From an optimization exercise on the open Yosys and OpenROAD flow, aimed at small area; shortcuts taken in it are not production practice.
RTL that was checked went through simulation tests only; none was proved equivalent to the original.
The clock input has no modelled driver; a real chip could not lean on it and would need a root buffer or a full tree.
No activity file was given, so power comes from the tool's default toggle rates.

Setup of run a:
==> flow/design.v <==
module clock_divider
  #(parameter WIDTH = 8)
(
  input clk_in, nrst,
  input [WIDTH-1:0] scale,
  output clk_out
);
  localparam [16:0] P_FIRST = 17'b01010111000000010;
  localparam [16:0] P_LAST  = 17'b00101011100000001;
  reg  [16:0] p;
  wire        tick = (p[15:0] == P_LAST[15:0]);
  wire        fb   = ~(p[16] ^ p[11]) ^ tick;
  reg  [7:0] s;     
  reg  [7:0] k;     
  reg        out;
  always @(posedge clk_in) begin
    if (!nrst) begin
      p   <= P_FIRST;
      s   <= scale;
      k   <= 8'd1;
      out <= 1'b0;
    end else begin
      p <= {p[15:0], fb};
      if (tick) begin
        if (k == s) begin
          k   <= 8'd1;
          out <= out ^ (|s);
        end else begin
          k <= k + 8'd1;
        end
      end
    end
  end
  assign clk_out = out;
endmodule
export LEC_CHECK = 0
export CAP_MARGIN = 20
export CORE_MARGIN = 2
export CORE_UTILIZATION = 40
export PLACE_DENSITY = 0.6
export SLEW_MARGIN = 20
create_clock -name core_clock -period 10.0 [get_ports {clk_in}]
run.sh (not shown) runs the stock make flow with config.mk's settings and CLKGATE_MAP_FILE= SYNTH_SCRIPT=/design/flow/synth_recipe.tcl, a recipe that flattens the netlist after the stock synthesis.
Run a ran to completion and came out clean on the timing, design-rule and antenna checks.
diff inputs: run a => run b
==> flow/design.v <==
module clock_divider
  #(parameter WIDTH = 8)
(
  input clk_in, nrst,
  input [WIDTH-1:0] scale,
  output clk_out 
);
  integer count;  
  localparam integer CONST = 258830;  
  reg [31:0] true_scale;  
  reg signal_clk_out;  
  always @(posedge clk_in) begin 
    if (!nrst) begin
      signal_clk_out <= 0;
      count <= 0;
      true_scale <= scale * CONST;  
    end
    else begin
        if (count == (true_scale / 2 - 1)) begin
          signal_clk_out <= ~signal_clk_out;  
          count <= 0;
        end else begin 
          count <= count + 1;
        end
    end 
  end
  assign clk_out = (true_scale == 0) ? 1'b0 : signal_clk_out;
endmodule
Notes after the runs:
Compared with run a, in run b met1 track demand over resource picked up an extra 5.5 points, met2 demand-to-capacity share in global routing grew by 6.2 points. Run b against run a: share of total power in the clock network went down; final wirelength moved up; switching power share of the total went up by 15 points. From run a to run b the numbers moved as follows: multi-input gate count rose by 350; met3 layer usage reported by global route moved down; part of the total power dissipated in combinational logic went up 39 points; ratio of cells with drive above 1 in the final layout fell 5.1 points; area after synthesis shows an increase of 4000 um2. Power grows by more than 100% when moving from run a to run b. Comparing run b and run a, the higher final worst setup slack is on run a. Going from run a to run b, cell area after placement grows by about 270%. Taking run a as the reference point, the maximum number of pins on one net before global-route repair of run b rises by 4.
Function not checked in run a: the RTL went through the layout flow alone.

* * *

== the baseline ==
Another version of the RTL of clock_divider (not shown whole).
Size in the first run: about 34 flip-flops, about 1100 um^2 of cells after synthesis.
==> module clock_divider, before the edit <==
module clock_divider
  #(parameter WIDTH = 8)
(
  input clk_in, nrst,
  input [WIDTH-1:0] scale,
  output clk_out
);
  localparam [16:0] P_FIRST = 17'b01010111000000010;
  localparam [16:0] P_LAST  = 17'b00101011100000001;
  localparam [16:0] M       = 17'b01010101010101010;
  reg  [16:0] x;
  wire [16:0] p    = x ^ M;
  wire        tick = (p[15:0] == P_LAST[15:0]);
  wire        fb   = ~(p[16] ^ p[11]) ^ tick;
  reg  [7:0] s;
  reg  [7:0] kn;
  reg        out;
  wire       match = ~|(s & kn);
  always @(posedge clk_in) begin
    if (!nrst) begin
      x   <= P_FIRST ^ M;
      s   <= scale;
      kn  <= 8'hFE;
      out <= 1'b0;
    end else begin
      x <= {p[15:0] ^ M[16:1], fb ^ M[0]};
      if (tick) begin
        kn  <= match ? 8'hFE : kn - 8'd1;
        out <= out ^ (match & |s);    
      end
    end
  end
  assign clk_out = out;
endmodule
Settings: LEC_CHECK=0, CAP_MARGIN=20, CORE_MARGIN=2, CORE_UTILIZATION=20, PLACE_DENSITY=0.85, SLEW_MARGIN=20; clock period 10.0 ns.
standard.sh (not shown) runs the stock make flow with config.mk's settings and CLKGATE_MAP_FILE= SYNTH_SCRIPT=/design/flow/synth_recipe.tcl, a recipe that flattens the netlist after the stock synthesis.
==> flow/flow/run.sh <==
#!/bin/bash
# Own layout flow: the standard flow (standard.sh) with these changes:
#  - synthesis is synth_recipe.tcl, except that ABC maps the logic with several scripts
#    (ORFS's speed script and flow/abc_*.script) and the smallest mapping is kept
#    (flow/abc_pick.tcl), and Yosys's adder extraction (ADDER_MAP_FILE) is off, so adders
#    go through ABC too; registers are mapped before ABC runs, so they are the standard
#    synthesis's;
#  - ports get the smallest buffer (buf_1);
#  - the clock port drives NBUF clock buffers, each driving one group of registers,
#    in place of TritonCTS's tree with dummy loads (flow/clock_buffers.tcl).
# Each tool's log is under orfs/logs/; make's own output is in flow_make.log.
set -euo pipefail
W=$(pwd)
F=$W/flow
CLKBUF=${CLKBUF:-sky130_fd_sc_hd__clkbuf_4}
NBUF=${NBUF:-3}
export FLOW_ABC_SCRIPTS="$(ls $F/abc_*.script | tr '\n' ' ')"
{
  echo "source $F/abc_pick.tcl"
  cat synth_recipe.tcl
} > my_synth.tcl
sed -e "s#SYNTH_SCRIPT=[^ ]*#SYNTH_SCRIPT=$W/my_synth.tcl ADDER_MAP_FILE=#" standard.sh > my_standard.sh
grep -q "SYNTH_SCRIPT=$W/my_synth.tcl ADDER_MAP_FILE=" my_standard.sh
cat > pre_cts.tcl <<EOF
source $F/clock_buffers.tcl
rename clock_tree_synthesis my_tritoncts
proc clock_tree_synthesis {args} { my_clock_buffers $CLKBUF $NBUF }
EOF
export PRE_CTS_TCL=$W/pre_cts.tcl
export BUFFER_PORTS_ARGS="-buffer_cell sky130_fd_sc_hd__buf_1"
bash my_standard.sh finish > flow_make.log 2>&1
Other scripts of this flow, unchanged in this note and not shown: flow/flow/abc_a.script, flow/flow/abc_b.script, flow/flow/abc_c.script, flow/flow/abc_d.script, flow/flow/abc_pick.tcl, flow/flow/clock_buffers.tcl
[inputs] the candidate vs the baseline
--- a/flow/design.v
+++ b/flow/design.v
@@ -10,9 +10,9 @@
   localparam [16:0] M       = 17'b01010101010101010;
   reg  [16:0] x;
   wire [16:0] p    = x ^ M;
   wire        tick = (p[15:0] == P_LAST[15:0]);
-  wire        fb   = ~(p[16] ^ p[11]) ^ tick;
+  wire        fb   = ~(p[16] ^ p[11]) & ~tick;
   reg  [7:0] s;
   reg  [7:0] kn;
   reg        out;
   wire       match = ~|(s & kn);
Notes after the runs:
The baseline and the candidate ended up with roughly the same clock-pin slew on the worst setup and hold paths. Compared with the baseline, the candidate instantiates a smaller number of cells. Delta (the candidate minus the baseline): via count of the first global-routing pass shows an increase of about 4.7%; total design power roughly the same; critical path depth +7; wire length on met1 dropped 4.4%. Compared with the baseline, the candidate shows met3 wire length higher by 100%. Comparing the candidate and the baseline, the lower number of placed instances, taps included was measured on the candidate. The candidate vs the baseline: wire length of the first global-routing pass up. Combined area of all synthesized cells went down slightly going from the baseline to the candidate. Compared with the baseline, total non-filler cell area in the finished layout in the candidate decreased slightly. Going from the baseline to the candidate, detailed route wirelength on metal2 shrank by a few percent.
No run of this note takes its clock network from TritonCTS; it comes from the design's own scripts or RTL.

## re-timing with driven ports
No port has a modelled driver above. Below, the same layouts with a new extraction and two added sets of constraints. Step 1 assumes that a clkbuf_16 drives the clock port and a buf_2 every other input. Step 2 adds t to the input delays and takes it off the output delays; t is the mean of the earliest and latest rising clock arrival at the registers after step 1. Input paths then give back, and output paths get back, about the clock's delay inside the block. Three values: ideal, step 1, step 2; two values: the first two.
run	shift t [ns]	slack for setup (ns)	worst hold slack (ns)
run a	0.341	6.496 / 6.498 / 6.157	0.446 / 0.446 / 0.446
run b	0.359	3.274 / 3.289 / 2.929	0.502 / 0.502 / 0.502
the baseline	0.196	6.903 / 6.905 / 6.710	0.392 / 0.392 / 0.392
the candidate	0.189	6.879 / 6.879 / 6.703	0.372 / 0.372 / 0.372
After both steps every run listed still meets setup and hold. The setup slack of run b, which loses most, moves by +0.015 ns with the drivers and by -0.345 ns with both steps.
